Context: an optimization exercise on an open-source flow, tuned for small area and a short achievable clock period. The choices shown serve that exercise and are no tape-out recipe. In this exercise RTL edits were held to simulation tests only and were not proved equivalent to the original. Power and IR drop assume default switching activity.

==> job 3480: inputs <==
## MIPS
module MIPS (clk, rst, pc_rom, inst_rom, ram_size, ram_read, ram_write, ram_data, ram_word, ram_adr);
export LEC_CHECK = 0
export CAP_MARGIN = 20
export CORE_MARGIN = 2
export CORE_UTILIZATION = 60
export CTS_CLUSTER_DIAMETER = 80
export CTS_CLUSTER_SIZE = 24
export SLEW_MARGIN = 20
create_clock -name core_clock -period 10.0 [get_ports {clk}]
standard.sh (not shown) runs the stock make flow with config.mk's settings and CLKGATE_MAP_FILE= SYNTH_SCRIPT=/design/flow/synth_recipe.tcl, a recipe that flattens the netlist after the stock synthesis.
==> flow/flow/run.sh <==
#!/bin/bash
# Layout flow: the standard ORFS flow (standard.sh) with two changes:
# repair_timing aims for 6 ns of setup slack (the clock and constraints are
# unchanged), and the port buffers are buf_4 cells.
set -euo pipefail
bash standard.sh SETUP_SLACK_MARGIN=6 "BUFFER_PORTS_ARGS=-buffer_cell sky130_fd_sc_hd__buf_4" finish > flow.log 2>&1
==> job 7584: changes against job 3480 <==
--- a/flow/design.v
+++ b/flow/design.v
@@ -5,25 +5,23 @@
   output [31:0] pc_rom;
   output [1:0] ram_size;
   output ram_read, ram_write;
   output [31:0] ram_data;
   output [31:0] ram_adr;
   reg [31:2] pc_a, pc_b;
-  reg        br_q, nbr_q;          
+  reg        br_q;
   reg [31:0] id_inst;
   reg        id_nop;
   reg [31:2] id_pc;
   reg [31:0] id_selA, id_selB;    
   reg        ex_we, ex_mrd, ex_mwr, ex_ovf;      
   reg [1:0]  ex_msz;
-  reg        ex_sub;
+  reg        ex_useimm, ex_sub;
   reg        ex_add, ex_and, ex_or, ex_xor, ex_nor, ex_slt, ex_sll, ex_srl, ex_sra, ex_lui;
-  reg [31:0] ex_op2x;             
-  reg        ex_fb2;
-  reg [4:0]  ex_wreg;
-  reg        ex_rt_rs, ex_rt_rt, ex_rt_0;   
+  reg [15:0] ex_imm;
+  reg [4:0]  ex_rt, ex_wreg;
   reg [31:0] ex_d1, ex_d2;
   reg        ex_fa_m, ex_fb_m;
   reg        mem_we, mem_rd, mem_wr;
   reg [1:0]  mem_sz;
   reg [4:0]  mem_wreg;
   reg [31:0] mem_res, mem_sd;
@@ -88,13 +86,13 @@
   wire fAND  = fn == 6'd36;
   wire fOR   = fn == 6'd37;
   wire fXOR  = fn == 6'd38;
   wire fNOR  = fn == 6'd39;
   wire fSLT  = fn == 6'd42;
   wire fShamt = fn[5:2] == 4'b0000;    
-  wire stall = ex_mrd & (id_nop ? ex_rt_0 : (ex_rt_rs | ex_rt_rt));
+  wire stall = ex_mrd & ((ex_rt == rs) | (ex_rt == rt));
   wire over;
   wire kill = stall | over;
   wire eq = rdA == rdB;
   wire br = ((isBEQ & eq) | (isBNE & ~eq) | isJ | isJAL) & ~over;
   wire [31:2] target = (isJ | isJAL) ? {id_pc[31:28], inst[25:0]}
                                      : {id_pc[31:16], id_pc[15:2] + inst[13:0]};
@@ -118,50 +116,44 @@
       ex_we  <= ~kill & (isR | isADDI | isSLTI | isANDI | isORI | isLUI | isLoad | isJAL);
       ex_mrd <= ~kill & isLoad;
       ex_mwr <= ~kill & isStore;
       ex_ovf <= ~kill & isR & (fADD & ~fn[0] | fSUB);
     end
   end
-  wire useimm = isADDI | isSLTI | isANDI | isORI | isLUI | isLoad | isStore | isJAL;
-  wire sub    = (isR & (fSUB | fSLT)) | isSLTI;
   always @(posedge clk) begin
     ex_msz    <= {isLHU | isLBU | isSH, isLB | isLBU | isSB};
-    ex_sub    <= sub;
+    ex_useimm <= isADDI | isSLTI | isANDI | isORI | isLUI | isLoad | isStore | isJAL;
+    ex_sub    <= (isR & (fSUB | fSLT)) | isSLTI;
     ex_add    <= (isR & (fADD | fSUB)) | isADDI | isLoad | isStore | isJAL;
     ex_and    <= (isR & fAND) | isANDI;
     ex_or     <= (isR & fOR) | isORI;
     ex_xor    <= isR & fXOR;
     ex_nor    <= isR & fNOR;
     ex_slt    <= (isR & fSLT) | isSLTI;
     ex_sll    <= isR & fSLL;
     ex_srl    <= isR & fSRL;
     ex_sra    <= isR & fSRA;
     ex_lui    <= isLUI;
-    ex_op2x <= (useimm ? {16'b0, isJAL ? 16'b0 : inst[15:0]} : d2) ^ {32{sub}};
-    ex_fb2  <= fb_m & ~useimm;
-    ex_rt_rs <= rt == inst_rom[25:21];
-    ex_rt_rt <= rt == inst_rom[20:16];
-    ex_rt_0  <= rt == 5'd0;
+    ex_imm  <= isJAL ? 16'b0 : inst[15:0];
+    ex_rt   <= rt;
     ex_wreg <= wreg;
     ex_d1   <= d1;
     ex_d2   <= d2;
     ex_fa_m <= fa_m;
     ex_fb_m <= fb_m;
   end
-  wire [31:2] pc = ({30{br_q}} & pc_a) | ({30{nbr_q}} & pc_b);
+  wire [31:2] pc = br_q ? pc_a : pc_b;
   assign pc_rom = {pc, 2'b00};
   always @(posedge clk or posedge rst) begin
     if (rst) begin
       pc_b   <= 30'b0;
       br_q   <= 1'b0;
-      nbr_q  <= 1'b0;
       id_nop <= 1'b1;
     end else begin
       pc_b   <= stall ? pc : pc + 30'd1;
       br_q   <= ~stall & br;
-      nbr_q  <= stall | ~br;
       if (~stall) id_nop <= br;
     end
   end
   wire [4:0] nrs = stall ? rs : inst_rom[25:21];
   wire [4:0] nrt = stall ? rt : inst_rom[20:16];
   always @(posedge clk) begin
@@ -170,17 +162,15 @@
     if (~stall) id_inst <= inst_rom;
     id_selA <= (32'b1 << nrs) & valid_next;
     id_selB <= (32'b1 << nrt) & valid_next;
   end
   wire [31:0] op1  = ex_fa_m ? mem_res : ex_d1;
   wire [31:0] op21 = ex_fb_m ? mem_res : ex_d2;
-  wire [31:0] op2x = ex_fb2 ? (mem_res ^ {32{ex_sub}}) : ex_op2x;
-  wire [31:0] op2  = op2x;           
-  wire        op2s = op2x[31] ^ ex_sub;
-  wire [31:0] sum = op1 + op2x + {31'b0, ex_sub};
-  wire lt = (op1[31] ^ op2s) ? op1[31] : sum[31];
+  wire [31:0] op2  = ex_useimm ? {16'b0, ex_imm} : op21;
+  wire [31:0] sum = op1 + (op2 ^ {32{ex_sub}}) + {31'b0, ex_sub};
+  wire lt = (op1[31] ^ op2[31]) ? op1[31] : sum[31];
   function [31:0] rev32(input [31:0] x);
     integer i;
     for (i = 0; i < 32; i = i + 1) rev32[i] = x[31 - i];
   endfunction
   wire        big  = |op1[31:5];
   wire        fill = ex_sra & op2[31];
@@ -192,14 +182,14 @@
                   | ({32{ex_and}} & (op1 & op2))
                   | ({32{ex_or}}  & (op1 | op2))
                   | ({32{ex_xor}} & (op1 ^ op2))
                   | ({32{ex_nor}} & ~(op1 | op2))
                   | {31'b0, ex_slt & lt}
                   | ({32{ex_sll | ex_srl | ex_sra}} & shres)
-                  | ({32{ex_lui}} & {op2[15:0], 16'b0});
-  assign over = ex_ovf & (op1[31] == op2s) & (sum[31] != op1[31]);
+                  | ({32{ex_lui}} & {ex_imm, 16'b0});
+  assign over = ex_ovf & (op1[31] == op2[31]) & (sum[31] != op1[31]);
   always @(posedge clk or posedge rst) begin
     if (rst) begin
       mem_we <= 1'b0; mem_rd <= 1'b0; mem_wr <= 1'b0;
     end else begin
       mem_we <= ex_we & ~over;
       mem_rd <= ex_mrd;
==> flow/run.sh (new file) <==
#!/bin/bash
# synth_recipe.tcl (not shown) runs the flow's synth.tcl, then flattens the netlist and writes it again
# the make line also repeats each setting of config.mk as NAME=value (left out here)
make -C /OpenROAD-flow-scripts/flow DESIGN_CONFIG=/design/flow/config.mk WORK_HOME=/design/flow/orfs CLKGATE_MAP_FILE= SYNTH_SCRIPT=/design/flow/synth_recipe.tcl finish
==> flow/config.mk (replaced) <==
export PLATFORM = sky130hd
export DESIGN_NAME = MIPS
export DESIGN_NICKNAME = MIPS
export VERILOG_FILES = /design/flow/design.v
export SDC_FILE = /design/flow/constraint.sdc
export NUM_CORES = 4
export LEC_CHECK = 0
export CAP_MARGIN = 20
export CORE_MARGIN = 2
export CORE_UTILIZATION = 60
export SETUP_SLACK_MARGIN = 5
export SLEW_MARGIN = 20
removed: flow/flow/run.sh
removed: flow/standard.sh
==> job 7052: changes against job 3480 <==
--- a/flow/design.v
+++ b/flow/design.v
@@ -10,13 +10,18 @@
   reg [31:2] pc_a, pc_b;
   reg        br_q, nbr_q;          
   reg [31:0] id_inst;
   reg        id_nop;
   reg [31:2] id_pc;
   reg [31:0] id_selA, id_selB;    
-  reg        ex_we, ex_mrd, ex_mwr, ex_ovf;      
+  reg        ex_we_r, ex_mrd_r, ex_mwr_r, ex_ovf_r;  
+  reg        ex_okill;           
+  wire ex_we  = ex_we_r  & ~ex_okill;
+  wire ex_mrd = ex_mrd_r & ~ex_okill;
+  wire ex_mwr = ex_mwr_r & ~ex_okill;
+  wire ex_ovf = ex_ovf_r & ~ex_okill;
   reg [1:0]  ex_msz;
   reg        ex_sub;
   reg        ex_add, ex_and, ex_or, ex_xor, ex_nor, ex_slt, ex_sll, ex_srl, ex_sra, ex_lui;
   reg [31:0] ex_op2x;             
   reg        ex_fb2;
   reg [4:0]  ex_wreg;
@@ -90,15 +95,17 @@
   wire fXOR  = fn == 6'd38;
   wire fNOR  = fn == 6'd39;
   wire fSLT  = fn == 6'd42;
   wire fShamt = fn[5:2] == 4'b0000;    
   wire stall = ex_mrd & (id_nop ? ex_rt_0 : (ex_rt_rs | ex_rt_rt));
   wire over;
-  wire kill = stall | over;
   wire eq = rdA == rdB;
-  wire br = ((isBEQ & eq) | (isBNE & ~eq) | isJ | isJAL) & ~over;
+  wire jmp = isJ | isJAL;
+  wire tEQ = ~over & (jmp | isBEQ);    
+  wire tNE = ~over & (jmp | isBNE);    
+  wire br  = eq ? tEQ : tNE;
   wire [31:2] target = (isJ | isJAL) ? {id_pc[31:28], inst[25:0]}
                                      : {id_pc[31:16], id_pc[15:2] + inst[13:0]};
   wire [4:0] wreg = isJAL ? 5'd31 : (isR ? rd : rt);
   wire noFwdA = isJAL | (isR & fShamt);
   wire memw = mem_we & (mem_wreg != 5'd0);
   wire byA = memw & (mem_wreg == rs);
@@ -110,18 +117,20 @@
   wire [31:0] d2 = byB ? mem_data : id_nop ? r0val : rdB;
   wire exw  = ex_we & ~over & (ex_wreg != 5'd0);
   wire fa_m = ~noFwdA & exw & (ex_wreg == rs);
   wire fb_m = exw & (ex_wreg == rt);
   always @(posedge clk or posedge rst) begin
     if (rst) begin
-      ex_we <= 1'b0; ex_mrd <= 1'b0; ex_mwr <= 1'b0; ex_ovf <= 1'b0;
+      ex_we_r <= 1'b0; ex_mrd_r <= 1'b0; ex_mwr_r <= 1'b0; ex_ovf_r <= 1'b0;
+      ex_okill <= 1'b0;
     end else begin
-      ex_we  <= ~kill & (isR | isADDI | isSLTI | isANDI | isORI | isLUI | isLoad | isJAL);
-      ex_mrd <= ~kill & isLoad;
-      ex_mwr <= ~kill & isStore;
-      ex_ovf <= ~kill & isR & (fADD & ~fn[0] | fSUB);
+      ex_we_r  <= ~stall & (isR | isADDI | isSLTI | isANDI | isORI | isLUI | isLoad | isJAL);
+      ex_mrd_r <= ~stall & isLoad;
+      ex_mwr_r <= ~stall & isStore;
+      ex_ovf_r <= ~stall & isR & (fADD & ~fn[0] | fSUB);
+      ex_okill <= over;
     end
   end
   wire useimm = isADDI | isSLTI | isANDI | isORI | isLUI | isLoad | isStore | isJAL;
   wire sub    = (isR & (fSUB | fSLT)) | isSLTI;
   always @(posedge clk) begin
     ex_msz    <= {isLHU | isLBU | isSH, isLB | isLBU | isSB};
@@ -154,15 +163,15 @@
       pc_b   <= 30'b0;
       br_q   <= 1'b0;
       nbr_q  <= 1'b0;
       id_nop <= 1'b1;
     end else begin
       pc_b   <= stall ? pc : pc + 30'd1;
-      br_q   <= ~stall & br;
-      nbr_q  <= stall | ~br;
-      if (~stall) id_nop <= br;
+      br_q   <= eq ? ~stall & tEQ : ~stall & tNE;
+      nbr_q  <= eq ? stall | ~tEQ : stall | ~tNE;
+      id_nop <= eq ? (stall ? id_nop : tEQ) : (stall ? id_nop : tNE);
     end
   end
   wire [4:0] nrs = stall ? rs : inst_rom[25:21];
   wire [4:0] nrt = stall ? rt : inst_rom[20:16];
   always @(posedge clk) begin
     pc_a    <= target;
==> flow/flow/run.sh (replaced) <==
#!/bin/bash
# Layout flow: the standard ORFS flow (standard.sh) with three changes:
# repair_timing aims for 6 ns of setup slack (the clock and constraints are
# unchanged), the port buffers are buf_4 cells, and the flow's parasitic
# estimates use flow/rc.tcl (the platform's wire RC, scaled up).
set -euo pipefail
bash standard.sh SETUP_SLACK_MARGIN=6 "BUFFER_PORTS_ARGS=-buffer_cell sky130_fd_sc_hd__buf_4" "LAYER_PARASITICS_FILE=$PWD/flow/rc.tcl" finish > flow.log 2>&1
==> flow/flow/rc.tcl (new file) <==
set_layer_rc -layer li1 -capacitance 0.000187375 -resistance 0.10764
set_layer_rc -layer met1 -capacitance 0.000215469 -resistance 0.00133935
set_layer_rc -layer met2 -capacitance 0.000170291 -resistance 0.00133935
set_layer_rc -layer met3 -capacitance 0.000268703 -resistance 0.00023505
set_layer_rc -layer met4 -capacitance 0.00018516 -resistance 0.00023505
set_layer_rc -layer met5 -capacitance 0.000192609 -resistance 2.6715e-05
# end correlate

set_layer_rc -via mcon -resistance 0.0138737
set_layer_rc -via via -resistance 0.00675
set_layer_rc -via via2 -resistance 0.00505318
set_layer_rc -via via3 -resistance 0.000564953
set_layer_rc -via via4 -resistance 8.7e-06

set_wire_rc -signal -layer met1
set_wire_rc -clock -layer met3
==> summary.md <==
| Metric | Value |
|---|---|
| Die width | `333 µm` |
| Mapped Cells | `5266` |
| Non-clock buffers | `468` |
| Status | `finished clean` |
| Hold Path Origin | `ex_msz[1]$_DFF_P_` |
| Number of fill cells in the layout | `7774` |
| Setup crit end | `nbr_q$_DFF_PP0_` |
| Clock net power | `3520 µW` |
| Hold slack | `0.336 ns` |
| Synthesized area per cell | `12.3 µm²` |
| Max VDD drop | `0.291 mV` |
That was job 7052.
==> summary.md <==
| Metric | Value |
|---|---|
| Status | `finished clean` |
| Mapped Cells | `5141` |
| Hold slack | `0.327 ns` |
| Setup crit end | `id_nop$_DFFE_PP1N_` |
| Number of fill cells in the layout | `7782` |
| Hold Path Origin | `ex_msz[0]$_DFF_P_` |
| Max VDD drop | `0.207 mV` |
| Non-clock buffers | `313` |
| Synthesized area per cell | `12.6 µm²` |
| Die width | `333 µm` |
That was job 7584.
==> summary.md <==
| Metric | Value |
|---|---|
| Mapped Cells | `5274` |
| CP most frequent cell | `buf_4` |
| Status | `finished clean` |
| Number of I/O port buffers | `163` |
| Hold slack | `0.343 ns` |
| Setup crit end | `id_nop$_DFFE_PP1N_` |
| Synthesized area per cell | `12.3 µm²` |
| Number of fill cells in the layout | `7994` |
| Die width | `333 µm` |
| Clock net power | `3500 µW` |
That was job 3480.

## separate check: timing with driven ports
The results above use ideal ports. As a check the final layouts listed here were re-extracted and re-timed, cells and wires unchanged. Step 1 assumes that a clkbuf_16 drives the clock port and a buf_2 every other input. Step 2 also shifts input and output timing later by t, the mid clock arrival at the registers, as if the neighbouring blocks saw the same clock. Slacks: no drivers / after step 1 / after step 2; pairs: no drivers / after step 1.
run | t (ns) | setup WS [ns] | hold slack, ns | worst slew at a driven data input, ns
job 3480 | 0.782 | 5.803 / 5.803 / 5.370 | 0.343 / 0.343 / 0.343 | 0.10
job 7584 | 0.857 | 4.891 / 4.891 / 4.891 | 0.327 / 0.327 / 0.327 | 0.08
After both steps every run listed still meets setup and hold. The setup slack of job 3480, which loses most, moves by 0.000 ns with the drivers and by -0.433 ns with both steps.
